Source: an optimization exercise on an open RTL-to-GDS flow (aim: small area). Production flows keep margins and buffers that such runs may drop. In this exercise RTL edits were held to simulation tests only and were not proved equivalent to the original. Power figures rest on the tool's default switching activity, not on a simulated workload.

[flow/run.sh]
#!/bin/bash
# Layout flow: the standard ORFS flow (standard.sh), with
#  - the port buffers made from the smallest buffer cell (buf_1) instead of
#    the default delay buffer, and
#  - clock tree synthesis using small clock buffers and no dummy loads.
# Each tool's full output is in the ORFS logs under orfs/logs/; the make output
# is in standard.log.
set -euo pipefail
export BUFFER_PORTS_ARGS="-buffer_cell sky130_fd_sc_hd__buf_1"
export CTS_ARGS="-sink_clustering_enable -repair_clock_nets -dont_use_dummy_load -buf_list {sky130_fd_sc_hd__clkbuf_4 sky130_fd_sc_hd__clkbuf_8}"
bash standard.sh > standard.log 2>&1
[config.mk]
export PLATFORM = sky130hd
export DESIGN_NAME = systolic_array
export DESIGN_NICKNAME = systolic_array
export VERILOG_FILES = /design/flow/design.v
export SDC_FILE = /design/flow/constraint.sdc
export NUM_CORES = 4
export LEC_CHECK = 0
export CAP_MARGIN = 20
export CORE_MARGIN = 2
export CORE_UTILIZATION = 40
export SLEW_MARGIN = 20
export SYNTH_HIERARCHICAL = 1
[standard.sh]
#!/bin/bash
# synth_recipe.tcl (not shown) runs the flow's synth.tcl, then flattens the netlist and writes it again
# the make line also repeats each setting of config.mk as NAME=value (left out here)
make -C /OpenROAD-flow-scripts/flow DESIGN_CONFIG=/design/flow/config.mk WORK_HOME=/design/flow/orfs CLKGATE_MAP_FILE= SYNTH_SCRIPT=/design/flow/synth_recipe.tcl "${@:-finish}"
[constraint.sdc]
create_clock -name core_clock -period 6.5 [get_ports {clk}]
set_input_delay 1.3000 -clock core_clock [delete_from_list [all_inputs] [get_ports {clk}]]
set_output_delay 1.3000 -clock core_clock [all_outputs]
set_load 0.01 [all_outputs]
[design.v]
module pe_first (
    input clk,
    input rst,
    input [7:0] a_in,
    input [7:0] b_in,
    output reg [15:0] accum_out
);
  wire na1;
  wire nb3;
  wire na5;
  wire nb7;
  wire na9;
  wire nb11;
  wire na13;
  wire nb15;
  wire na17;
  wire nb19;
  wire na21;
  wire nb23;
  wire na25;
  wire nb27;
  wire pp0_0_29;
  wire pp0_1_31;
  wire pp0_2_33;
  wire pp0_3_35;
  wire pp0_4_37;
  wire pp0_5_39;
  wire pp0_6_41;
  wire pp0_7_43;
  wire pp1_0_45;
  wire pp1_1_47;
  wire pp1_2_49;
  wire pp1_3_51;
  wire pp1_4_53;
  wire pp1_5_55;
  wire pp1_6_57;
  wire pp1_7_59;
  wire pp2_0_61;
  wire pp2_1_63;
  wire pp2_2_65;
  wire pp2_3_67;
  wire pp2_4_69;
  wire pp2_5_71;
  wire pp2_6_73;
  wire pp2_7_75;
  wire pp3_0_77;
  wire pp3_1_79;
  wire pp3_2_81;
  wire pp3_3_83;
  wire pp3_4_85;
  wire pp3_5_87;
  wire pp3_6_89;
  wire pp3_7_91;
  wire pp4_0_93;
  wire pp4_1_95;
  wire pp4_2_97;
  wire pp4_3_99;
  wire pp4_4_101;
  wire pp4_5_103;
  wire pp4_6_105;
  wire pp4_7_107;
  wire pp5_0_109;
  wire pp5_1_111;
  wire pp5_2_113;
  wire pp5_3_115;
  wire pp5_4_117;
  wire pp5_5_119;
  wire pp5_6_121;
  wire pp5_7_123;
  wire pp6_0_125;
  wire pp6_1_127;
  wire pp6_2_129;
  wire pp6_3_131;
  wire pp6_4_133;
  wire pp6_5_135;
  wire pp6_6_137;
  wire pp6_7_139;
  wire pp7_0_141;
  wire pp7_1_143;
  wire pp7_2_145;
  wire pp7_3_147;
  wire pp7_4_149;
  wire pp7_5_151;
  wire pp7_6_153;
  wire pp7_7_155;
  wire s157;
  wire c158;
  wire s160;
  wire c161;
  wire s163;
  wire c164;
  wire s166;
  wire c167;
  wire s169;
  wire c170;
  wire s172;
  wire c173;
  wire s175;
  wire c176;
  wire s178;
  wire c179;
  wire s181;
  wire c182;
  wire s184;
  wire c185;
  wire s187;
  wire c188;
  wire s190;
  wire c191;
  wire s193;
  wire c194;
  wire s196;
  wire c197;
  wire s199;
  wire c200;
  wire s202;
  wire c203;
  wire s205;
  wire c206;
  wire s208;
  wire c209;
  wire s211;
  wire c212;
  wire s214;
  wire c215;
  wire s217;
  wire c218;
  wire s220;
  wire c221;
  wire s223;
  wire c224;
  wire s226;
  wire c227;
  wire s229;
  wire c230;
  wire s232;
  wire c233;
  wire s235;
  wire c236;
  wire s238;
  wire c239;
  wire s241;
  wire c242;
  wire s244;
  wire c245;
  wire s247;
  wire c248;
  wire s250;
  wire c251;
  wire s253;
  wire c254;
  wire s256;
  wire c257;
  wire s259;
  wire c260;
  wire s263;
  wire c264;
  wire s266;
  wire c267;
  wire s269;
  wire c270;
  wire s272;
  wire c273;
  wire s275;
  wire c276;
  wire s278;
  wire c279;
  wire s281;
  wire c282;
  wire s284;
  wire c285;
  wire s287;
  wire c288;
  wire s290;
  wire c291;
  wire s293;
  wire k294;
  wire p295;
  wire g296;
  wire s300;
  wire c301;
  wire s303;
  wire c304;
  wire s306;
  wire c307;
  wire s309;
  wire k310;
  wire pn311;
  wire gn312;
  wire s317;
  wire c318;
  wire s320;
  wire c321;
  wire s323;
  wire k324;
  wire p325;
  wire g326;
  wire s330;
  wire c331;
  wire s333;
  wire k334;
  wire pn335;
  wire gn336;
  wire s341;
  wire k342;
  wire p343;
  wire g344;
  c_inv g2 (.a(a_in[0]), .y(na1));
  c_inv g4 (.a(b_in[0]), .y(nb3));
  c_inv g6 (.a(a_in[1]), .y(na5));
  c_inv g8 (.a(b_in[1]), .y(nb7));
  c_inv g10 (.a(a_in[2]), .y(na9));
  c_inv g12 (.a(b_in[2]), .y(nb11));
  c_inv g14 (.a(a_in[3]), .y(na13));
  c_inv g16 (.a(b_in[3]), .y(nb15));
  c_inv g18 (.a(a_in[4]), .y(na17));
  c_inv g20 (.a(b_in[4]), .y(nb19));
  c_inv g22 (.a(a_in[5]), .y(na21));
  c_inv g24 (.a(b_in[5]), .y(nb23));
  c_inv g26 (.a(a_in[6]), .y(na25));
  c_inv g28 (.a(b_in[6]), .y(nb27));
  c_nor2 g30 (.a(na1), .b(nb3), .y(pp0_0_29));
  c_nor2 g32 (.a(na1), .b(nb7), .y(pp0_1_31));
  c_nor2 g34 (.a(na1), .b(nb11), .y(pp0_2_33));
  c_nor2 g36 (.a(na1), .b(nb15), .y(pp0_3_35));
  c_nor2 g38 (.a(na1), .b(nb19), .y(pp0_4_37));
  c_nor2 g40 (.a(na1), .b(nb23), .y(pp0_5_39));
  c_nor2 g42 (.a(na1), .b(nb27), .y(pp0_6_41));
  c_nand2 g44 (.a(a_in[0]), .b(b_in[7]), .y(pp0_7_43));
  c_nor2 g46 (.a(na5), .b(nb3), .y(pp1_0_45));
  c_nor2 g48 (.a(na5), .b(nb7), .y(pp1_1_47));
  c_nor2 g50 (.a(na5), .b(nb11), .y(pp1_2_49));
  c_nor2 g52 (.a(na5), .b(nb15), .y(pp1_3_51));
  c_nor2 g54 (.a(na5), .b(nb19), .y(pp1_4_53));
  c_nor2 g56 (.a(na5), .b(nb23), .y(pp1_5_55));
  c_nor2 g58 (.a(na5), .b(nb27), .y(pp1_6_57));
  c_nand2 g60 (.a(a_in[1]), .b(b_in[7]), .y(pp1_7_59));
  c_nor2 g62 (.a(na9), .b(nb3), .y(pp2_0_61));
  c_nor2 g64 (.a(na9), .b(nb7), .y(pp2_1_63));
  c_nor2 g66 (.a(na9), .b(nb11), .y(pp2_2_65));
  c_nor2 g68 (.a(na9), .b(nb15), .y(pp2_3_67));
  c_nor2 g70 (.a(na9), .b(nb19), .y(pp2_4_69));
  c_nor2 g72 (.a(na9), .b(nb23), .y(pp2_5_71));
  c_nor2 g74 (.a(na9), .b(nb27), .y(pp2_6_73));
  c_nand2 g76 (.a(a_in[2]), .b(b_in[7]), .y(pp2_7_75));
  c_nor2 g78 (.a(na13), .b(nb3), .y(pp3_0_77));
  c_nor2 g80 (.a(na13), .b(nb7), .y(pp3_1_79));
  c_nor2 g82 (.a(na13), .b(nb11), .y(pp3_2_81));
  c_nor2 g84 (.a(na13), .b(nb15), .y(pp3_3_83));
  c_nor2 g86 (.a(na13), .b(nb19), .y(pp3_4_85));
  c_nor2 g88 (.a(na13), .b(nb23), .y(pp3_5_87));
  c_nor2 g90 (.a(na13), .b(nb27), .y(pp3_6_89));
  c_nand2 g92 (.a(a_in[3]), .b(b_in[7]), .y(pp3_7_91));
  c_nor2 g94 (.a(na17), .b(nb3), .y(pp4_0_93));
  c_nor2 g96 (.a(na17), .b(nb7), .y(pp4_1_95));
  c_nor2 g98 (.a(na17), .b(nb11), .y(pp4_2_97));
  c_nor2 g100 (.a(na17), .b(nb15), .y(pp4_3_99));
  c_nor2 g102 (.a(na17), .b(nb19), .y(pp4_4_101));
  c_nor2 g104 (.a(na17), .b(nb23), .y(pp4_5_103));
  c_nor2 g106 (.a(na17), .b(nb27), .y(pp4_6_105));
  c_nand2 g108 (.a(a_in[4]), .b(b_in[7]), .y(pp4_7_107));
  c_nor2 g110 (.a(na21), .b(nb3), .y(pp5_0_109));
  c_nor2 g112 (.a(na21), .b(nb7), .y(pp5_1_111));
  c_nor2 g114 (.a(na21), .b(nb11), .y(pp5_2_113));
  c_nor2 g116 (.a(na21), .b(nb15), .y(pp5_3_115));
  c_nor2 g118 (.a(na21), .b(nb19), .y(pp5_4_117));
  c_nor2 g120 (.a(na21), .b(nb23), .y(pp5_5_119));
  c_nor2 g122 (.a(na21), .b(nb27), .y(pp5_6_121));
  c_nand2 g124 (.a(a_in[5]), .b(b_in[7]), .y(pp5_7_123));
  c_nor2 g126 (.a(na25), .b(nb3), .y(pp6_0_125));
  c_nor2 g128 (.a(na25), .b(nb7), .y(pp6_1_127));
  c_nor2 g130 (.a(na25), .b(nb11), .y(pp6_2_129));
  c_nor2 g132 (.a(na25), .b(nb15), .y(pp6_3_131));
  c_nor2 g134 (.a(na25), .b(nb19), .y(pp6_4_133));
  c_nor2 g136 (.a(na25), .b(nb23), .y(pp6_5_135));
  c_nor2 g138 (.a(na25), .b(nb27), .y(pp6_6_137));
  c_nand2 g140 (.a(a_in[6]), .b(b_in[7]), .y(pp6_7_139));
  c_nand2 g142 (.a(a_in[7]), .b(b_in[0]), .y(pp7_0_141));
  c_nand2 g144 (.a(a_in[7]), .b(b_in[1]), .y(pp7_1_143));
  c_nand2 g146 (.a(a_in[7]), .b(b_in[2]), .y(pp7_2_145));
  c_nand2 g148 (.a(a_in[7]), .b(b_in[3]), .y(pp7_3_147));
  c_nand2 g150 (.a(a_in[7]), .b(b_in[4]), .y(pp7_4_149));
  c_nand2 g152 (.a(a_in[7]), .b(b_in[5]), .y(pp7_5_151));
  c_nand2 g154 (.a(a_in[7]), .b(b_in[6]), .y(pp7_6_153));
  c_and2 g156 (.a(a_in[7]), .b(b_in[7]), .y(pp7_7_155));
  c_ha g159 (.a(pp0_1_31), .b(pp1_0_45), .s(s157), .c(c158));
  c_fa g162 (.a(pp0_2_33), .b(pp1_1_47), .ci(pp2_0_61), .s(s160), .c(c161));
  c_ha g165 (.a(c158), .b(s160), .s(s163), .c(c164));
  c_fa g168 (.a(pp0_3_35), .b(pp1_2_49), .ci(pp2_1_63), .s(s166), .c(c167));
  c_fa g171 (.a(pp3_0_77), .b(c161), .ci(s166), .s(s169), .c(c170));
  c_ha g174 (.a(c164), .b(s169), .s(s172), .c(c173));
  c_fa g177 (.a(pp0_4_37), .b(pp1_3_51), .ci(pp2_2_65), .s(s175), .c(c176));
  c_fa g180 (.a(pp3_1_79), .b(pp4_0_93), .ci(c167), .s(s178), .c(c179));
  c_fa g183 (.a(s175), .b(c170), .ci(s178), .s(s181), .c(c182));
  c_ha g186 (.a(c173), .b(s181), .s(s184), .c(c185));
  c_fa g189 (.a(pp0_5_39), .b(pp1_4_53), .ci(pp2_3_67), .s(s187), .c(c188));
  c_fa g192 (.a(pp3_2_81), .b(pp4_1_95), .ci(pp5_0_109), .s(s190), .c(c191));
  c_fa g195 (.a(c176), .b(s187), .ci(s190), .s(s193), .c(c194));
  c_fa g198 (.a(c179), .b(s193), .ci(c182), .s(s196), .c(c197));
  c_ha g201 (.a(c185), .b(s196), .s(s199), .c(c200));
  c_fa g204 (.a(pp0_6_41), .b(pp1_5_55), .ci(pp2_4_69), .s(s202), .c(c203));
  c_fa g207 (.a(pp3_3_83), .b(pp4_2_97), .ci(pp5_1_111), .s(s205), .c(c206));
  c_fa g210 (.a(pp6_0_125), .b(c188), .ci(c191), .s(s208), .c(c209));
  c_fa g213 (.a(s202), .b(s205), .ci(c194), .s(s211), .c(c212));
  c_fa g216 (.a(s208), .b(s211), .ci(c197), .s(s214), .c(c215));
  c_ha g219 (.a(c200), .b(s214), .s(s217), .c(c218));
  c_fa g222 (.a(pp0_7_43), .b(pp7_0_141), .ci(pp1_6_57), .s(s220), .c(c221));
  c_fa g225 (.a(pp2_5_71), .b(pp3_4_85), .ci(pp4_3_99), .s(s223), .c(c224));
  c_fa g228 (.a(pp5_2_113), .b(pp6_1_127), .ci(c203), .s(s226), .c(c227));
  c_fa g231 (.a(c206), .b(s220), .ci(s223), .s(s229), .c(c230));
  c_fa g234 (.a(c209), .b(s226), .ci(s229), .s(s232), .c(c233));
  c_fa g237 (.a(c212), .b(s232), .ci(c215), .s(s235), .c(c236));
  c_ha g240 (.a(c218), .b(s235), .s(s238), .c(c239));
  c_fa g243 (.a(pp1_7_59), .b(pp7_1_143), .ci(pp2_6_73), .s(s241), .c(c242));
  c_fa g246 (.a(pp3_5_87), .b(pp4_4_101), .ci(pp5_3_115), .s(s244), .c(c245));
  c_fa g249 (.a(pp6_2_129), .b(c221), .ci(c224), .s(s247), .c(c248));
  c_fa g252 (.a(s241), .b(s244), .ci(c227), .s(s250), .c(c251));
  c_fa g255 (.a(c230), .b(s247), .ci(s250), .s(s253), .c(c254));
  c_fa g258 (.a(c233), .b(s253), .ci(c236), .s(s256), .c(c257));
  c_xnor2 g261 (.a(c239), .b(s256), .y(s259));
  c_or2 g262 (.a(c239), .b(s256), .y(c260));
  c_fa g265 (.a(pp2_7_75), .b(pp7_2_145), .ci(pp3_6_89), .s(s263), .c(c264));
  c_fa g268 (.a(pp4_5_103), .b(pp5_4_117), .ci(pp6_3_131), .s(s266), .c(c267));
  c_fa g271 (.a(c242), .b(c245), .ci(s263), .s(s269), .c(c270));
  c_fa g274 (.a(s266), .b(c248), .ci(s269), .s(s272), .c(c273));
  c_fa g277 (.a(c251), .b(s272), .ci(c254), .s(s275), .c(c276));
  c_fa g280 (.a(s275), .b(c257), .ci(c260), .s(s278), .c(c279));
  c_fa g283 (.a(pp3_7_91), .b(pp7_3_147), .ci(pp4_6_105), .s(s281), .c(c282));
  c_fa g286 (.a(pp5_5_119), .b(pp6_4_133), .ci(c264), .s(s284), .c(c285));
  c_fa g289 (.a(c267), .b(s281), .ci(c270), .s(s287), .c(c288));
  c_fa g292 (.a(s284), .b(c273), .ci(s287), .s(s290), .c(c291));
  c_ha g297 (.a(s290), .b(c276), .s(p295), .c(g296));
  c_xor2 g298 (.a(p295), .b(c279), .y(s293));
  c_a21oi g299 (.a1(p295), .a2(c279), .b1(g296), .y(k294));
  c_fa g302 (.a(pp4_7_107), .b(pp7_4_149), .ci(pp5_6_121), .s(s300), .c(c301));
  c_fa g305 (.a(pp6_5_135), .b(c282), .ci(s300), .s(s303), .c(c304));
  c_fa g308 (.a(c285), .b(s303), .ci(c288), .s(s306), .c(c307));
  c_xnor2 g313 (.a(c291), .b(s306), .y(pn311));
  c_nand2 g314 (.a(c291), .b(s306), .y(gn312));
  c_xor2 g315 (.a(pn311), .b(k294), .y(s309));
  c_o21ai g316 (.a1(pn311), .a2(k294), .b1(gn312), .y(k310));
  c_fa g319 (.a(pp5_7_123), .b(pp7_5_151), .ci(pp6_6_137), .s(s317), .c(c318));
  c_fa g322 (.a(c301), .b(s317), .ci(c304), .s(s320), .c(c321));
  c_ha g327 (.a(s320), .b(c307), .s(p325), .c(g326));
  c_xor2 g328 (.a(p325), .b(k310), .y(s323));
  c_a21oi g329 (.a1(p325), .a2(k310), .b1(g326), .y(k324));
  c_fa g332 (.a(pp6_7_139), .b(pp7_6_153), .ci(c318), .s(s330), .c(c331));
  c_xnor2 g337 (.a(s330), .b(c321), .y(pn335));
  c_nand2 g338 (.a(s330), .b(c321), .y(gn336));
  c_xor2 g339 (.a(pn335), .b(k324), .y(s333));
  c_o21ai g340 (.a1(pn335), .a2(k324), .b1(gn336), .y(k334));
  c_ha g345 (.a(pp7_7_155), .b(c331), .s(p343), .c(g344));
  c_xor2 g346 (.a(p343), .b(k334), .y(s341));
  c_a21oi g347 (.a1(p343), .a2(k334), .b1(g344), .y(k342));
  wire [15:0] sum = {k342, s341, s333, s323, s309, s293, s278, s259, s238, s217, s199, s184, s172, s163, s157, pp0_0_29};
  always @(posedge clk or posedge rst) begin
    if (rst)
      accum_out <= 16'd0;
    else
      accum_out <= sum;
  end
endmodule
module pe_acc (
    input clk,
    input rst,
    input [7:0] a_in,
    input [7:0] b_in,
    input [15:0] accum_in,
    output reg [15:0] accum_out
);
  wire na1;
  wire nb3;
  wire na5;
  wire nb7;
  wire na9;
  wire nb11;
  wire na13;
  wire nb15;
  wire na17;
  wire nb19;
  wire na21;
  wire nb23;
  wire na25;
  wire nb27;
  wire pp0_0_29;
  wire pp0_1_31;
  wire pp0_2_33;
  wire pp0_3_35;
  wire pp0_4_37;
  wire pp0_5_39;
  wire pp0_6_41;
  wire pp0_7_43;
  wire pp1_0_45;
  wire pp1_1_47;
  wire pp1_2_49;
  wire pp1_3_51;
  wire pp1_4_53;
  wire pp1_5_55;
  wire pp1_6_57;
  wire pp1_7_59;
  wire pp2_0_61;
  wire pp2_1_63;
  wire pp2_2_65;
  wire pp2_3_67;
  wire pp2_4_69;
  wire pp2_5_71;
  wire pp2_6_73;
  wire pp2_7_75;
  wire pp3_0_77;
  wire pp3_1_79;
  wire pp3_2_81;
  wire pp3_3_83;
  wire pp3_4_85;
  wire pp3_5_87;
  wire pp3_6_89;
  wire pp3_7_91;
  wire pp4_0_93;
  wire pp4_1_95;
  wire pp4_2_97;
  wire pp4_3_99;
  wire pp4_4_101;
  wire pp4_5_103;
  wire pp4_6_105;
  wire pp4_7_107;
  wire pp5_0_109;
  wire pp5_1_111;
  wire pp5_2_113;
  wire pp5_3_115;
  wire pp5_4_117;
  wire pp5_5_119;
  wire pp5_6_121;
  wire pp5_7_123;
  wire pp6_0_125;
  wire pp6_1_127;
  wire pp6_2_129;
  wire pp6_3_131;
  wire pp6_4_133;
  wire pp6_5_135;
  wire pp6_6_137;
  wire pp6_7_139;
  wire pp7_0_141;
  wire pp7_1_143;
  wire pp7_2_145;
  wire pp7_3_147;
  wire pp7_4_149;
  wire pp7_5_151;
  wire pp7_6_153;
  wire pp7_7_155;
  wire s157;
  wire c158;
  wire s160;
  wire c161;
  wire s163;
  wire c164;
  wire s166;
  wire c167;
  wire s169;
  wire c170;
  wire s172;
  wire c173;
  wire s175;
  wire c176;
  wire s178;
  wire c179;
  wire s181;
  wire c182;
  wire s184;
  wire c185;
  wire s187;
  wire c188;
  wire s190;
  wire c191;
  wire s193;
  wire c194;
  wire s196;
  wire c197;
  wire s199;
  wire c200;
  wire s202;
  wire c203;
  wire s205;
  wire c206;
  wire s208;
  wire c209;
  wire s211;
  wire c212;
  wire s214;
  wire c215;
  wire s217;
  wire c218;
  wire s220;
  wire c221;
  wire s223;
  wire c224;
  wire s226;
  wire c227;
  wire s229;
  wire c230;
  wire s232;
  wire c233;
  wire s235;
  wire c236;
  wire s238;
  wire c239;
  wire s241;
  wire c242;
  wire s244;
  wire c245;
  wire s247;
  wire c248;
  wire s250;
  wire c251;
  wire s253;
  wire c254;
  wire s256;
  wire c257;
  wire s259;
  wire c260;
  wire s262;
  wire c263;
  wire s265;
  wire c266;
  wire s268;
  wire c269;
  wire s271;
  wire c272;
  wire s274;
  wire c275;
  wire s277;
  wire c278;
  wire s280;
  wire c281;
  wire s283;
  wire c284;
  wire s287;
  wire k288;
  wire p289;
  wire g290;
  wire s294;
  wire c295;
  wire s297;
  wire c298;
  wire s300;
  wire c301;
  wire s303;
  wire c304;
  wire s306;
  wire c307;
  wire s309;
  wire c310;
  wire s312;
  wire k313;
  wire pn314;
  wire gn315;
  wire s320;
  wire c321;
  wire s323;
  wire c324;
  wire s326;
  wire c327;
  wire s329;
  wire c330;
  wire s332;
  wire c333;
  wire s335;
  wire k336;
  wire p337;
  wire g338;
  wire s342;
  wire c343;
  wire s345;
  wire c346;
  wire s348;
  wire c349;
  wire s351;
  wire c352;
  wire s354;
  wire k355;
  wire pn356;
  wire gn357;
  wire s362;
  wire c363;
  wire s365;
  wire c366;
  wire s368;
  wire c369;
  wire s371;
  wire k372;
  wire p373;
  wire g374;
  wire s378;
  wire c379;
  wire s381;
  wire c382;
  wire s384;
  wire k385;
  wire pn386;
  wire gn387;
  wire s392;
  wire c393;
  wire s395;
  wire k396;
  wire p397;
  wire g398;
  wire x402;
  wire x404;
  c_inv g2 (.a(a_in[0]), .y(na1));
  c_inv g4 (.a(b_in[0]), .y(nb3));
  c_inv g6 (.a(a_in[1]), .y(na5));
  c_inv g8 (.a(b_in[1]), .y(nb7));
  c_inv g10 (.a(a_in[2]), .y(na9));
  c_inv g12 (.a(b_in[2]), .y(nb11));
  c_inv g14 (.a(a_in[3]), .y(na13));
  c_inv g16 (.a(b_in[3]), .y(nb15));
  c_inv g18 (.a(a_in[4]), .y(na17));
  c_inv g20 (.a(b_in[4]), .y(nb19));
  c_inv g22 (.a(a_in[5]), .y(na21));
  c_inv g24 (.a(b_in[5]), .y(nb23));
  c_inv g26 (.a(a_in[6]), .y(na25));
  c_inv g28 (.a(b_in[6]), .y(nb27));
  c_nor2 g30 (.a(na1), .b(nb3), .y(pp0_0_29));
  c_nor2 g32 (.a(na1), .b(nb7), .y(pp0_1_31));
  c_nor2 g34 (.a(na1), .b(nb11), .y(pp0_2_33));
  c_nor2 g36 (.a(na1), .b(nb15), .y(pp0_3_35));
  c_nor2 g38 (.a(na1), .b(nb19), .y(pp0_4_37));
  c_nor2 g40 (.a(na1), .b(nb23), .y(pp0_5_39));
  c_nor2 g42 (.a(na1), .b(nb27), .y(pp0_6_41));
  c_nand2 g44 (.a(a_in[0]), .b(b_in[7]), .y(pp0_7_43));
  c_nor2 g46 (.a(na5), .b(nb3), .y(pp1_0_45));
  c_nor2 g48 (.a(na5), .b(nb7), .y(pp1_1_47));
  c_nor2 g50 (.a(na5), .b(nb11), .y(pp1_2_49));
  c_nor2 g52 (.a(na5), .b(nb15), .y(pp1_3_51));
  c_nor2 g54 (.a(na5), .b(nb19), .y(pp1_4_53));
  c_nor2 g56 (.a(na5), .b(nb23), .y(pp1_5_55));
  c_nor2 g58 (.a(na5), .b(nb27), .y(pp1_6_57));
  c_nand2 g60 (.a(a_in[1]), .b(b_in[7]), .y(pp1_7_59));
  c_nor2 g62 (.a(na9), .b(nb3), .y(pp2_0_61));
  c_nor2 g64 (.a(na9), .b(nb7), .y(pp2_1_63));
  c_nor2 g66 (.a(na9), .b(nb11), .y(pp2_2_65));
  c_nor2 g68 (.a(na9), .b(nb15), .y(pp2_3_67));
  c_nor2 g70 (.a(na9), .b(nb19), .y(pp2_4_69));
  c_nor2 g72 (.a(na9), .b(nb23), .y(pp2_5_71));
  c_nor2 g74 (.a(na9), .b(nb27), .y(pp2_6_73));
  c_nand2 g76 (.a(a_in[2]), .b(b_in[7]), .y(pp2_7_75));
  c_nor2 g78 (.a(na13), .b(nb3), .y(pp3_0_77));
  c_nor2 g80 (.a(na13), .b(nb7), .y(pp3_1_79));
  c_nor2 g82 (.a(na13), .b(nb11), .y(pp3_2_81));
  c_nor2 g84 (.a(na13), .b(nb15), .y(pp3_3_83));
  c_nor2 g86 (.a(na13), .b(nb19), .y(pp3_4_85));
  c_nor2 g88 (.a(na13), .b(nb23), .y(pp3_5_87));
  c_nor2 g90 (.a(na13), .b(nb27), .y(pp3_6_89));
  c_nand2 g92 (.a(a_in[3]), .b(b_in[7]), .y(pp3_7_91));
  c_nor2 g94 (.a(na17), .b(nb3), .y(pp4_0_93));
  c_nor2 g96 (.a(na17), .b(nb7), .y(pp4_1_95));
  c_nor2 g98 (.a(na17), .b(nb11), .y(pp4_2_97));
  c_nor2 g100 (.a(na17), .b(nb15), .y(pp4_3_99));
  c_nor2 g102 (.a(na17), .b(nb19), .y(pp4_4_101));
  c_nor2 g104 (.a(na17), .b(nb23), .y(pp4_5_103));
  c_nor2 g106 (.a(na17), .b(nb27), .y(pp4_6_105));
  c_nand2 g108 (.a(a_in[4]), .b(b_in[7]), .y(pp4_7_107));
  c_nor2 g110 (.a(na21), .b(nb3), .y(pp5_0_109));
  c_nor2 g112 (.a(na21), .b(nb7), .y(pp5_1_111));
  c_nor2 g114 (.a(na21), .b(nb11), .y(pp5_2_113));
  c_nor2 g116 (.a(na21), .b(nb15), .y(pp5_3_115));
  c_nor2 g118 (.a(na21), .b(nb19), .y(pp5_4_117));
  c_nor2 g120 (.a(na21), .b(nb23), .y(pp5_5_119));
  c_nor2 g122 (.a(na21), .b(nb27), .y(pp5_6_121));
  c_nand2 g124 (.a(a_in[5]), .b(b_in[7]), .y(pp5_7_123));
  c_nor2 g126 (.a(na25), .b(nb3), .y(pp6_0_125));
  c_nor2 g128 (.a(na25), .b(nb7), .y(pp6_1_127));
  c_nor2 g130 (.a(na25), .b(nb11), .y(pp6_2_129));
  c_nor2 g132 (.a(na25), .b(nb15), .y(pp6_3_131));
  c_nor2 g134 (.a(na25), .b(nb19), .y(pp6_4_133));
  c_nor2 g136 (.a(na25), .b(nb23), .y(pp6_5_135));
  c_nor2 g138 (.a(na25), .b(nb27), .y(pp6_6_137));
  c_nand2 g140 (.a(a_in[6]), .b(b_in[7]), .y(pp6_7_139));
  c_nand2 g142 (.a(a_in[7]), .b(b_in[0]), .y(pp7_0_141));
  c_nand2 g144 (.a(a_in[7]), .b(b_in[1]), .y(pp7_1_143));
  c_nand2 g146 (.a(a_in[7]), .b(b_in[2]), .y(pp7_2_145));
  c_nand2 g148 (.a(a_in[7]), .b(b_in[3]), .y(pp7_3_147));
  c_nand2 g150 (.a(a_in[7]), .b(b_in[4]), .y(pp7_4_149));
  c_nand2 g152 (.a(a_in[7]), .b(b_in[5]), .y(pp7_5_151));
  c_nand2 g154 (.a(a_in[7]), .b(b_in[6]), .y(pp7_6_153));
  c_and2 g156 (.a(a_in[7]), .b(b_in[7]), .y(pp7_7_155));
  c_ha g159 (.a(accum_in[0]), .b(pp0_0_29), .s(s157), .c(c158));
  c_fa g162 (.a(accum_in[1]), .b(pp0_1_31), .ci(pp1_0_45), .s(s160), .c(c161));
  c_ha g165 (.a(c158), .b(s160), .s(s163), .c(c164));
  c_fa g168 (.a(accum_in[2]), .b(pp0_2_33), .ci(pp1_1_47), .s(s166), .c(c167));
  c_fa g171 (.a(pp2_0_61), .b(c161), .ci(s166), .s(s169), .c(c170));
  c_ha g174 (.a(c164), .b(s169), .s(s172), .c(c173));
  c_fa g177 (.a(accum_in[3]), .b(pp0_3_35), .ci(pp1_2_49), .s(s175), .c(c176));
  c_fa g180 (.a(pp2_1_63), .b(pp3_0_77), .ci(c167), .s(s178), .c(c179));
  c_fa g183 (.a(s175), .b(c170), .ci(s178), .s(s181), .c(c182));
  c_ha g186 (.a(c173), .b(s181), .s(s184), .c(c185));
  c_fa g189 (.a(accum_in[4]), .b(pp0_4_37), .ci(pp1_3_51), .s(s187), .c(c188));
  c_fa g192 (.a(pp2_2_65), .b(pp3_1_79), .ci(pp4_0_93), .s(s190), .c(c191));
  c_fa g195 (.a(c176), .b(s187), .ci(s190), .s(s193), .c(c194));
  c_fa g198 (.a(c179), .b(s193), .ci(c182), .s(s196), .c(c197));
  c_ha g201 (.a(c185), .b(s196), .s(s199), .c(c200));
  c_fa g204 (.a(accum_in[5]), .b(pp0_5_39), .ci(pp1_4_53), .s(s202), .c(c203));
  c_fa g207 (.a(pp2_3_67), .b(pp3_2_81), .ci(pp4_1_95), .s(s205), .c(c206));
  c_fa g210 (.a(pp5_0_109), .b(c188), .ci(c191), .s(s208), .c(c209));
  c_fa g213 (.a(s202), .b(s205), .ci(c194), .s(s211), .c(c212));
  c_fa g216 (.a(s208), .b(s211), .ci(c197), .s(s214), .c(c215));
  c_ha g219 (.a(c200), .b(s214), .s(s217), .c(c218));
  c_fa g222 (.a(accum_in[6]), .b(pp0_6_41), .ci(pp1_5_55), .s(s220), .c(c221));
  c_fa g225 (.a(pp2_4_69), .b(pp3_3_83), .ci(pp4_2_97), .s(s223), .c(c224));
  c_fa g228 (.a(pp5_1_111), .b(pp6_0_125), .ci(c203), .s(s226), .c(c227));
  c_fa g231 (.a(c206), .b(s220), .ci(s223), .s(s229), .c(c230));
  c_fa g234 (.a(c209), .b(s226), .ci(s229), .s(s232), .c(c233));
  c_fa g237 (.a(c212), .b(s232), .ci(c215), .s(s235), .c(c236));
  c_ha g240 (.a(c218), .b(s235), .s(s238), .c(c239));
  c_fa g243 (.a(accum_in[7]), .b(pp0_7_43), .ci(pp7_0_141), .s(s241), .c(c242));
  c_fa g246 (.a(pp1_6_57), .b(pp2_5_71), .ci(pp3_4_85), .s(s244), .c(c245));
  c_fa g249 (.a(pp4_3_99), .b(pp5_2_113), .ci(pp6_1_127), .s(s247), .c(c248));
  c_fa g252 (.a(s241), .b(c221), .ci(c224), .s(s250), .c(c251));
  c_fa g255 (.a(s244), .b(s247), .ci(c227), .s(s253), .c(c254));
  c_fa g258 (.a(c230), .b(s250), .ci(s253), .s(s256), .c(c257));
  c_fa g261 (.a(c233), .b(s256), .ci(c236), .s(s259), .c(c260));
  c_ha g264 (.a(c239), .b(s259), .s(s262), .c(c263));
  c_fa g267 (.a(accum_in[8]), .b(pp1_7_59), .ci(pp7_1_143), .s(s265), .c(c266));
  c_fa g270 (.a(pp2_6_73), .b(pp3_5_87), .ci(pp4_4_101), .s(s268), .c(c269));
  c_fa g273 (.a(pp5_3_115), .b(pp6_2_129), .ci(c242), .s(s271), .c(c272));
  c_fa g276 (.a(s265), .b(c245), .ci(c248), .s(s274), .c(c275));
  c_fa g279 (.a(s268), .b(s271), .ci(c251), .s(s277), .c(c278));
  c_fa g282 (.a(s274), .b(c254), .ci(s277), .s(s280), .c(c281));
  c_xnor2 g285 (.a(c257), .b(s280), .y(s283));
  c_or2 g286 (.a(c257), .b(s280), .y(c284));
  c_ha g291 (.a(s283), .b(c260), .s(p289), .c(g290));
  c_xor2 g292 (.a(p289), .b(c263), .y(s287));
  c_a21oi g293 (.a1(p289), .a2(c263), .b1(g290), .y(k288));
  c_fa g296 (.a(accum_in[9]), .b(pp2_7_75), .ci(pp7_2_145), .s(s294), .c(c295));
  c_fa g299 (.a(pp3_6_89), .b(pp4_5_103), .ci(pp5_4_117), .s(s297), .c(c298));
  c_fa g302 (.a(pp6_3_131), .b(c266), .ci(s294), .s(s300), .c(c301));
  c_fa g305 (.a(c269), .b(s297), .ci(c272), .s(s303), .c(c304));
  c_fa g308 (.a(c275), .b(s300), .ci(s303), .s(s306), .c(c307));
  c_fa g311 (.a(c278), .b(s306), .ci(c281), .s(s309), .c(c310));
  c_xnor2 g316 (.a(c284), .b(s309), .y(pn314));
  c_nand2 g317 (.a(c284), .b(s309), .y(gn315));
  c_xor2 g318 (.a(pn314), .b(k288), .y(s312));
  c_o21ai g319 (.a1(pn314), .a2(k288), .b1(gn315), .y(k313));
  c_fa g322 (.a(accum_in[10]), .b(pp3_7_91), .ci(pp7_3_147), .s(s320), .c(c321));
  c_fa g325 (.a(pp4_6_105), .b(pp5_5_119), .ci(pp6_4_133), .s(s323), .c(c324));
  c_fa g328 (.a(c295), .b(s320), .ci(c298), .s(s326), .c(c327));
  c_fa g331 (.a(s323), .b(c301), .ci(s326), .s(s329), .c(c330));
  c_fa g334 (.a(c304), .b(s329), .ci(c307), .s(s332), .c(c333));
  c_ha g339 (.a(s332), .b(c310), .s(p337), .c(g338));
  c_xor2 g340 (.a(p337), .b(k313), .y(s335));
  c_a21oi g341 (.a1(p337), .a2(k313), .b1(g338), .y(k336));
  c_fa g344 (.a(accum_in[11]), .b(pp4_7_107), .ci(pp7_4_149), .s(s342), .c(c343));
  c_fa g347 (.a(pp5_6_121), .b(pp6_5_135), .ci(c321), .s(s345), .c(c346));
  c_fa g350 (.a(s342), .b(c324), .ci(s345), .s(s348), .c(c349));
  c_fa g353 (.a(c327), .b(s348), .ci(c330), .s(s351), .c(c352));
  c_xnor2 g358 (.a(s351), .b(c333), .y(pn356));
  c_nand2 g359 (.a(s351), .b(c333), .y(gn357));
  c_xor2 g360 (.a(pn356), .b(k336), .y(s354));
  c_o21ai g361 (.a1(pn356), .a2(k336), .b1(gn357), .y(k355));
  c_fa g364 (.a(accum_in[12]), .b(pp5_7_123), .ci(pp7_5_151), .s(s362), .c(c363));
  c_fa g367 (.a(pp6_6_137), .b(c343), .ci(s362), .s(s365), .c(c366));
  c_fa g370 (.a(c346), .b(s365), .ci(c349), .s(s368), .c(c369));
  c_ha g375 (.a(s368), .b(c352), .s(p373), .c(g374));
  c_xor2 g376 (.a(p373), .b(k355), .y(s371));
  c_a21oi g377 (.a1(p373), .a2(k355), .b1(g374), .y(k372));
  c_fa g380 (.a(accum_in[13]), .b(pp6_7_139), .ci(pp7_6_153), .s(s378), .c(c379));
  c_fa g383 (.a(c363), .b(s378), .ci(c366), .s(s381), .c(c382));
  c_xnor2 g388 (.a(s381), .b(c369), .y(pn386));
  c_nand2 g389 (.a(s381), .b(c369), .y(gn387));
  c_xor2 g390 (.a(pn386), .b(k372), .y(s384));
  c_o21ai g391 (.a1(pn386), .a2(k372), .b1(gn387), .y(k385));
  c_fa g394 (.a(accum_in[14]), .b(pp7_7_155), .ci(c379), .s(s392), .c(c393));
  c_ha g399 (.a(s392), .b(c382), .s(p397), .c(g398));
  c_xor2 g400 (.a(p397), .b(k385), .y(s395));
  c_a21oi g401 (.a1(p397), .a2(k385), .b1(g398), .y(k396));
  c_xor2 g403 (.a(accum_in[15]), .b(c393), .y(x402));
  c_xor2 g405 (.a(x402), .b(k396), .y(x404));
  wire [15:0] sum = {x404, s395, s384, s371, s354, s335, s312, s287, s262, s238, s217, s199, s184, s172, s163, s157};
  always @(posedge clk or posedge rst) begin
    if (rst)
      accum_out <= 16'd0;
    else
      accum_out <= sum;
  end
endmodule
module c_inv (input a, output y);
  assign y = ~a;
endmodule
module c_and2 (input a, input b, output y);
  assign y = a & b;
endmodule
module c_nand2 (input a, input b, output y);
  assign y = ~(a & b);
endmodule
module c_nor2 (input a, input b, output y);
  assign y = ~(a | b);
endmodule
module c_or2 (input a, input b, output y);
  assign y = a | b;
endmodule
module c_xor2 (input a, input b, output y);
  assign y = a ^ b;
endmodule
module c_xnor2 (input a, input b, output y);
  assign y = ~(a ^ b);
endmodule
module c_a21oi (input a1, input a2, input b1, output y);
  assign y = ~((a1 & a2) | b1);
endmodule
module c_o21ai (input a1, input a2, input b1, output y);
  assign y = ~((a1 | a2) & b1);
endmodule
module c_ha (input a, input b, output s, output c);
  assign s = a ^ b;
  assign c = a & b;
endmodule
module c_fa (input a, input b, input ci, output s, output c);
  assign s = a ^ b ^ ci;
  assign c = (a & b) | (a & ci) | (b & ci);
endmodule
module systolic_array #(parameter DATA_WIDTH = 8, SIZE = 4) (
    input clk,
    input rst,
    input [DATA_WIDTH*SIZE*SIZE-1:0] a_in,
    input [DATA_WIDTH*SIZE*SIZE-1:0] b_in,
    output [2*DATA_WIDTH*SIZE*SIZE-1:0] result
);
wire [2*DATA_WIDTH-1:0] accum [0:SIZE-1][0:SIZE-1];
generate
    genvar i, j;
    for (i = 0; i < SIZE; i = i + 1) begin : row
        for (j = 0; j < SIZE; j = j + 1) begin : col
            if (i == 0) begin : first
                pe_first pe (
                    .clk(clk), .rst(rst),
                    .a_in(a_in[(i * SIZE + j) * DATA_WIDTH +: DATA_WIDTH]),
                    .b_in(b_in[(i * SIZE + j) * DATA_WIDTH +: DATA_WIDTH]),
                    .accum_out(accum[i][j])
                );
            end else begin : rest
                pe_acc pe (
                    .clk(clk), .rst(rst),
                    .a_in(a_in[(i * SIZE + j) * DATA_WIDTH +: DATA_WIDTH]),
                    .b_in(b_in[(i * SIZE + j) * DATA_WIDTH +: DATA_WIDTH]),
                    .accum_in(accum[i-1][j]),
                    .accum_out(accum[i][j])
                );
            end
            assign result[(i * SIZE + j) * 2 * DATA_WIDTH +: 2 * DATA_WIDTH] = accum[i][j];
        end
    end
endgenerate
endmodule
==> impl_metrics.json, run 1 <==
{
  "fin_setup_tns_ns": 0,
  "htreeDepth": 2,
  "ys_ff_latch": 256,
  "clock-sinks": 256,
  "initial_core_util_pct": 40.21,
  "fin_skew_ns": 0.06374,
  "grtUsageTotal_pct": 21.66,
  "fin_nets": 4809,
  "dp_hpwl_microns": 78080,
  "min_path_type": "reg -> reg",
  "cts_resized": 0,
  "gp_congestion": 0.9364,
  "areaGrowthSynthToFinish_pct": 14.08,
  "slew_violations": 0,
  "yosysTopAreaCellShare_pct": 50.77,
  "cts_tree": "built",
  "synth_edf_count": 0,
  "rows": 105,
  "ant_nets": 0,
  "max_slew_margin_pct": 40.36,
  "outcome": "finished clean",
  "maxCapViolCount": 0,
  "grt_max_degree": 17,
  "syn_area_sq_um": 32810,
  "crit_type": "in -> reg",
  "cp_cell_sequence": "buf_1 -> inv_1 -> nor2_1 -> fa_1 -> fa_1 -> fa_1 -> fa_1 -> fa_1 -> fa_1 -> fa_1 -> ha_1 -> a21oi_2 -> o21ai_1 -> a21oi_2 -> o21ai_1 -> a21oi_2 -> o21ai_1 -> a21oi_2 -> xor2_1",
  "vias_per_cell": 4.881,
  "synth_fp_nets": 4162,
  "fillers": 7738,
  "worst_slew_pin_slew_ns": 0.8946,
  "synth_area_per_cell_sq_um": 11.36,
  "post-route-min-period_ns": 5.738,
  "synth_flop_cell": "dfrtp_1",
  "end_kind": "flip-flop",
  "dieArea_sq_um": 84320,
  "die_y_microns": 290.4,
  "p_leak_nw": 17.06,
  "cp_slowest_stage_delay_ns": 0.45,
  "initialDrtViolationCount": 1030,
  "crit_top_cell": "fa_1",
  "crit_slowest_cell": "fa_1",
  "fp.dieW_microns": 290.4,
  "setup_viol": 0,
  "worstSetupStartpointType": "primary input",
  "placed_cell_area_sq_um": 36670,
  "num_vias": 22530,
  "dr.pass1.iters": 5,
  "wire_per_inst_microns": 19.23,
  "yosysWarnings": 9,
  "cts-root-buf": "clkbuf_8",
  "synth.most_common_cell": "fa_1",
  "holdBufCountCts": 0,
  "design.core.area_sq_um": 81580,
  "synthTopCellsByCount": "fa_1 (832), nor2_1 (784), nand2_1 (268), dfrtp_1 (256), inv_1 (240)",
  "yosys.area.top_type": "fa_1",
  "ir_drop_mv": 0.2858,
  "cts_setup_buffers": 0,
  "finalHoldViolCount": 0,
  "cp_max_fo": 7,
  "grt_pass1_vias": 25240,
  "grt_pass1_wl_microns": 141800,
  "power_density_nw_per_um2": 576.5,
  "period_share_pct": 88.28,
  "routed_wl_microns": 88780,
  "synthCells": 2888,
  "drive_above_1_share_pct": 5.463,
  "io-pin-count": 514,
  "clock_latency_ns": 0.64,
  "hold_ws_ns": 0.5184,
  "required_ns": 6.99,
  "yosysSeqAreaShare_pct": 19.53,
  "clk_path_buf_depth": 3,
  "ys_top_cells_by_area": "fa_1 (51%), dfrtp_1 (20%), nor2_1 (9.0%)",
  "rsz0062_at_grt": "false",
  "design_area_sq_um": 37430,
  "cts_buffers": 53,
  "clkTransAtPathRegs_ns": 0.06,
  "arrival_ns": 6.23,
  "max_freq_mhz": 174.3,
  "grt-ovfl-total": 0,
  "io_buffer_count": 513,
  "antenna_found_initial": 22,
  "drc": 0,
  "synthArstFlopShare_pct": 100.0,
  "synth_cell_types": 12
}
==> critical path: cells and delay by family <==
| family | cells | cell delay, ns |
|---|---|---|
| buffers and inverters | 2 | 0.23 |
| AND/OR/NAND/NOR | 1 | 0.15 |
| AO/OA/AOI/OAI | 7 | 1.19 |
| XOR/XNOR | 1 | 0.16 |
| adder cells (fa/ha/maj) | 8 | 3.17 |
==> state kept, by name (all words and copies together) (netlist names) <==
register,count
row.col.first.pe.accum_out,64
row.col.rest.pe.accum_out,192
==> cells by family (layout without fill, tap and decap cells) <==
group,after synthesis,after routing,share of synthesized area (%)
flops,256,256,19.53
buf+inv,240,885,2.746
other cells,0,13,0
fa+ha+maj,1016,1016,57.79
simple gates,1084,1084,12.65
compound gates,104,104,2.273
xor+xnor,188,188,5.019
==> per-module statistics from Yosys, one instance, submodules excluded, excerpt <==
| module | area [sq um] | times used | cells inside | flip-flops and latches |
|---|---|---|---|---|
| pe_acc | 404.1 | 12 | 17 | 16 |
| pe_first | 404.1 | 4 | 17 | 16 |
| c_fa | 20.02 | 832 | 1 | 0 |
| c_ha | 12.51 | 184 | 1 | 0 |
| c_xnor2 | 8.758 | 60 | 1 | 0 |
| c_a21oi | 8.758 | 60 | 1 | 0 |
| c_xor2 | 8.758 | 128 | 1 | 0 |
| c_and2 | 6.256 | 16 | 1 | 0 |
| c_or2 | 6.256 | 16 | 1 | 0 |
| c_o21ai | 5.005 | 44 | 1 | 0 |
| c_nor2 | 3.754 | 784 | 1 | 0 |
| c_inv | 3.754 | 224 | 1 | 0 |
==> cell usage in the layout, fill, tap and decap left out <==
cell type	n
buf_4	79
and2_1	16
o21ai_1	44
buf_1	512
a21oi_2	60
nor2_1	784
inv_1	240
diode_2	13
clkbuf_2	1
or2_1	16
xnor2_1	60
xor2_1	128
ha_1	184
nand2_1	268
clkbuf_8	53
dfrtp_1	256
fa_1	832
==> stage by stage <==
step / util [%] / setup slack [ns] / power, mW / cells
after global routing: 45.88 / 0.4973 / 24.23 / 4616
after floorplan: - / 0.6128 / 16.19 / 2888
after global placement: 44.94 / 0.1044 / 20.08 / 4550
final: 45.88 / 0.7617 / 21.58 / 4616
after CTS: 45.84 / 0.8388 / 21.95 / 4603
after detailed placement: 44.94 / 0.1125 / 20.38 / 4550
==> routing by layer <==
layer | part of all wire [%] | up-vias | global-route usage [%] | wire (microns)
met5 | 0.14 | - | 0 | 126
met4 | 3.7 | 18 | 8.067 | 3286
met3 | 6.1 | 165 | 4.206 | 5457
met2 | 47 | 727 | 34.42 | 41300
met1 | 43 | 11580 | 29.66 | 38610
li1 | - | 10050 | - | -
==> area by class of cell <==
class | instances | area, sq um | area share, %
clock buffer | 53 | 729.5 | 1.949
sequential | 256 | 6406 | 17.12
antenna | 13 | 32.53 | 0.08692
timing repair buffer | 592 | 2520 | 6.733
multi-input combinational | 2392 | 25500 | 68.13
inverter | 240 | 900.9 | 2.407
tap | 1070 | 1339 | 3.577
==> power breakdown <==
group          internal, mW  total [mW]  switching, mW
Sequential             2.81        3.60          0.788
Clock                 0.706        1.38          0.670
Combinational          7.44        16.6           9.16
==> final timing paths <==
check | start | to | slack (ns) | cells past startpoint
setup / recovery | a_in[104] | row[3].col[1].rest.pe.accum_out[15] | 0.76 | 19
hold / removal | row[0].col[2].first.pe.accum_out[0] | row[1].col[2].rest.pe.accum_out[0] | 0.52 | 1
setup reg to reg | row[2].col[1].rest.pe.accum_out[2] | row[3].col[1].rest.pe.accum_out[15] | 1.34 | 16
hold reg to reg | row[0].col[2].first.pe.accum_out[0] | row[1].col[2].rest.pe.accum_out[0] | 0.52 | 1
max in group asynchronous | rst | row[3].col[3].rest.pe.accum_out[1] | 4.51 | 2
min in group asynchronous | rst | row[1].col[1].rest.pe.accum_out[14] | 1.37 | 2
==> inputs of run 2 (changes only) <==
--- a/config.mk
+++ b/config.mk
@@ -10,2 +10,3 @@
 export CORE_UTILIZATION = 40
+export GPL_TIMING_DRIVEN = 0
 export SLEW_MARGIN = 20
==> run 2 against run 1 <==
Net effect:
- synthesized cell count stayed put
- maximum frequency is 3.0% lower
- setup slack worse by 0.18 ns
- largest cell class unchanged
- routed wire length is 2.5% lower
- critical path type unchanged
==> impl_metrics.json, run 2 <==
{
  "outcome": "finished clean",
  "yosysWarnings": 9,
  "synthCells": 2888,
  "ys_ff_latch": 256,
  "synth_cell_types": 12,
  "fin_setup_tns_ns": 0,
  "grt_pass1_wl_microns": 140500,
  "rrSetupSlack_ns": 1.26,
  "p_leak_nw": 16.68,
  "place_inst": 4472,
  "clk_path_buf_depth": 3,
  "regMostFlops": "row.col.rest.pe.accum_out",
  "worstHoldStart": "row[0].col[2].first.pe.accum_out[0]",
  "vias_per_cell": 4.917,
  "maxCapViolCount": 0,
  "grtUsageTotal_pct": 21.20,
  "gp_congestion": 0.9310,
  "synth.most_common_cell": "fa_1",
  "crit_type": "in -> reg",
  "use_met1_pct": 29.03,
  "io_buffer_count": 513,
  "areaGrowthSynthToFinish_pct": 12.29,
  "rr_startpoint": "row[1].col[1].rest.pe.accum_out[2]",
  "final_cell_mix": "fa_1 (832), nor2_1 (784), buf_1 (512), nand2_1 (268), dfrtp_1 (256)",
  "worstHoldEndpoint": "row[1].col[2].rest.pe.accum_out[0]",
  "power_density_nw_per_um2": 582.1,
  "r2r_end": "row[2].col[1].rest.pe.accum_out[15]",
  "dieArea_sq_um": 84320,
  "routed_wl_microns": 86580,
  "placed_cell_area_sq_um": 36100,
  "antenna_found_initial": 25,
  "cts-root-buf": "clkbuf_8",
  "syn_area_sq_um": 32810,
  "htreeDepth": 2,
  "rows": 105,
  "arrival_ns": 6.39,
  "required_ns": 6.98,
  "design.core.area_sq_um": 81580,
  "period_share_pct": 90.98,
  "clock_latency_ns": 0.62,
  "drc": 0,
  "finalHoldViolCount": 0,
  "fin_nets": 4729,
  "ys_top_cells_by_area": "fa_1 (51%), dfrtp_1 (20%), nor2_1 (9.0%)",
  "cts_setup_buffers": 0,
  "cts_buffers": 51,
  "clkTransAtPathRegs_ns": 0.05,
  "wire_per_inst_microns": 19.08,
  "reg.largest.list": "row.col.rest.pe.accum_out x192, row.col.first.pe.accum_out x64",
  "finalPower_mw": 21.45,
  "post-route-min-period_ns": 5.913,
  "fp.dieW_microns": 290.4,
  "ant_nets": 0,
  "grt-ovfl-total": 0,
  "setup_viol": 0,
  "die_y_microns": 290.4,
  "initial_core_util_pct": 40.21,
  "ir_drop_mv": 0.3169,
  "synth_flop_cell": "dfrtp_1",
  "end_kind": "flip-flop",
  "hold_ws_ns": 0.5543,
  "grt_max_degree": 17,
  "largest_register_ffs": 192,
  "initialDrtViolationCount": 1003,
  "met3_usage_pct": 3.969,
  "synth_fp_nets": 4162,
  "num_vias": 22310,
  "worst_slew_pin_slew_ns": 0.7067,
  "cp_max_fo": 7,
  "grt_pass1_vias": 25420,
  "stdcell_count": 4538,
  "synthTopCellsByCount": "fa_1 (832), nor2_1 (784), nand2_1 (268), dfrtp_1 (256), inv_1 (240)",
  "dr.pass1.iters": 6,
  "layout_commonest_cell": "fa_1",
  "clock-sinks": 256,
  "io-pin-count": 514,
  "fin_skew_ns": 0.04337,
  "design_area_sq_um": 36840,
  "synth_edf_count": 0,
  "yosysSeqAreaShare_pct": 19.53,
  "min_path_type": "reg -> reg",
  "hold_depth": 1,
  "cts_resized": 0,
  "worstSetupStartpointType": "primary input",
  "max_freq_mhz": 169.1,
  "rsz0062_at_grt": "false",
  "yosysTopAreaCellShare_pct": 50.77,
  "r2r_cells": 16,
  "slew_violations": 0,
  "max_slew_margin_pct": 52.83,
  "grt-busiest-layer": "met2",
  "holdBufCountCts": 0,
  "cts_tree": "built",
  "met2_usage_pct": 33.83,
  "fillers": 7721,
  "synthArstFlopShare_pct": 100.0,
  "drive_above_1_share_pct": 3.273,
  "synth_area_per_cell_sq_um": 11.36,
  "dp_hpwl_microns": 76130,
  "yosys.area.top_type": "fa_1"
}
run 2: cell families (layout without fill, tap and decap cells):
group                    count (synthesis)  after routing  synth area share (%)
other                                    0             15                     0
flip-flops                             256            256                 19.53
AO/OA/AOI/OAI                          104            104                 2.273
adder cells (fa/ha/maj)               1016           1016                 57.79
buffers and inverters                  240            805                 2.746
AND/OR/NAND/NOR                       1084           1084                 12.65
XOR/XNOR                               188            188                 5.019
run 2: power by group:
part           leakage, nW  total (mW)  switching, mW  internal [mW]
Sequential            2.99        3.57          0.753           2.82
Clock                0.367        1.33          0.652          0.681
Combinational         13.3        16.5           9.18           7.37
Total                 16.7        21.4           10.6           10.9
run 2: layout make-up:
class | instances | area (sq um) | share of cell area [%]
repair buffers | 514 | 1954 | 5.305
clock buffers | 51 | 701.9 | 1.905
flip-flops and latches | 256 | 6406 | 17.39
multi-input cells | 2392 | 25500 | 69.22
well taps | 1070 | 1339 | 3.634
inverters | 240 | 900.9 | 2.445
diodes | 15 | 37.54 | 0.1019
run 2: routing by layer:
metal  vias up  share of wire [%]
li1       9883                  -
met1     11540                 43
met2       699                 47
met3       175                5.7
met4        20                3.8
met5         -               0.17
run 2: modules after synthesis (local to each module, per instance), a selection:
module    flip-flops and latches  cells inside  cell area [sq um]
c_nand2                        0             1              3.754
c_nor2                         0             1              3.754
c_and2                         0             1              6.256
c_xor2                         0             1              8.758
c_or2                          0             1              6.256
c_inv                          0             1              3.754
c_a21oi                        0             1              8.758
c_xnor2                        0             1              8.758
c_ha                           0             1              12.51
pe_first                      16            17              404.1
pe_acc                        16            17              404.1
c_fa                           0             1              20.02
run 2: stage by stage:
stage | setup WS (ns) | util (%)
after floorplan | 0.6128 | -
after global placement | 0.004518 | 44.21
after detailed placement | -0.01730 | 44.25
after CTS | 0.6290 | 45.11
after global routing | 0.3392 | 45.15
final | 0.5865 | 45.15
run 2: critical path, cell delays in order:
cell	delay, ns
buf_1	0.17
inv_1	0.18
nor2_1	0.16
fa_1	0.45
fa_1	0.41
fa_1	0.42
fa_1	0.39
fa_1	0.39
fa_1	0.39
fa_1	0.38
ha_1	0.33
a21oi_2	0.08
o21ai_1	0.26
a21oi_2	0.11
o21ai_1	0.25
a21oi_2	0.10
o21ai_1	0.24
a21oi_2	0.09
xor2_1	0.27
run 2: worst max path at each step:
stage	slack [ns]	endpoint	cells after the start	startpoint
after floorplan	0.61	row[0].col[0].first.pe.accum_out[14]	16	b_in[3]
after global placement	0.005	row[2].col[2].rest.pe.accum_out[15]	19	b_in[81]
after detailed placement	-0.02	row[2].col[2].rest.pe.accum_out[15]	19	b_in[82]
after CTS	0.63	row[2].col[2].rest.pe.accum_out[15]	19	b_in[82]
after global routing	0.34	row[2].col[2].rest.pe.accum_out[15]	19	b_in[81]
final	0.59	row[2].col[2].rest.pe.accum_out[15]	19	b_in[81]

[port drivers added, routing unchanged]
How much do the figures lean on ideal ports? The routed layouts below were timed once more, with nothing changed but the port constraints.
Step 1 sets driving cells, clkbuf_16 on the clock port and buf_2 on the other inputs (assumed; they add their load-dependent delay and slew).
Step 2, shift: input delay + t, output delay - t, t = (earliest + latest rising clock arrival at the registers) / 2. This alone moves slack from input paths to output paths.
a / b / c = no drivers / after step 1 / after step 2; a / b = the first two.
| run | t, ns | setup WS [ns] | clock arrival spread, ns | worst data-port slew with drivers (ns) |
|---|---|---|---|---|
| run 1 | 0.668 | 0.762 / 0.786 / 0.118 | 0.069 / 0.070 | 0.11 |
| run 2 | 0.667 | 0.587 / 0.569 / -0.098 | 0.058 / 0.058 | 0.11 |
Met with ideal ports but missed after step 2: setup timing in run 2. The setup slack of run 2, which loses most, moves by -0.018 ns with the drivers and by -0.685 ns with both steps.
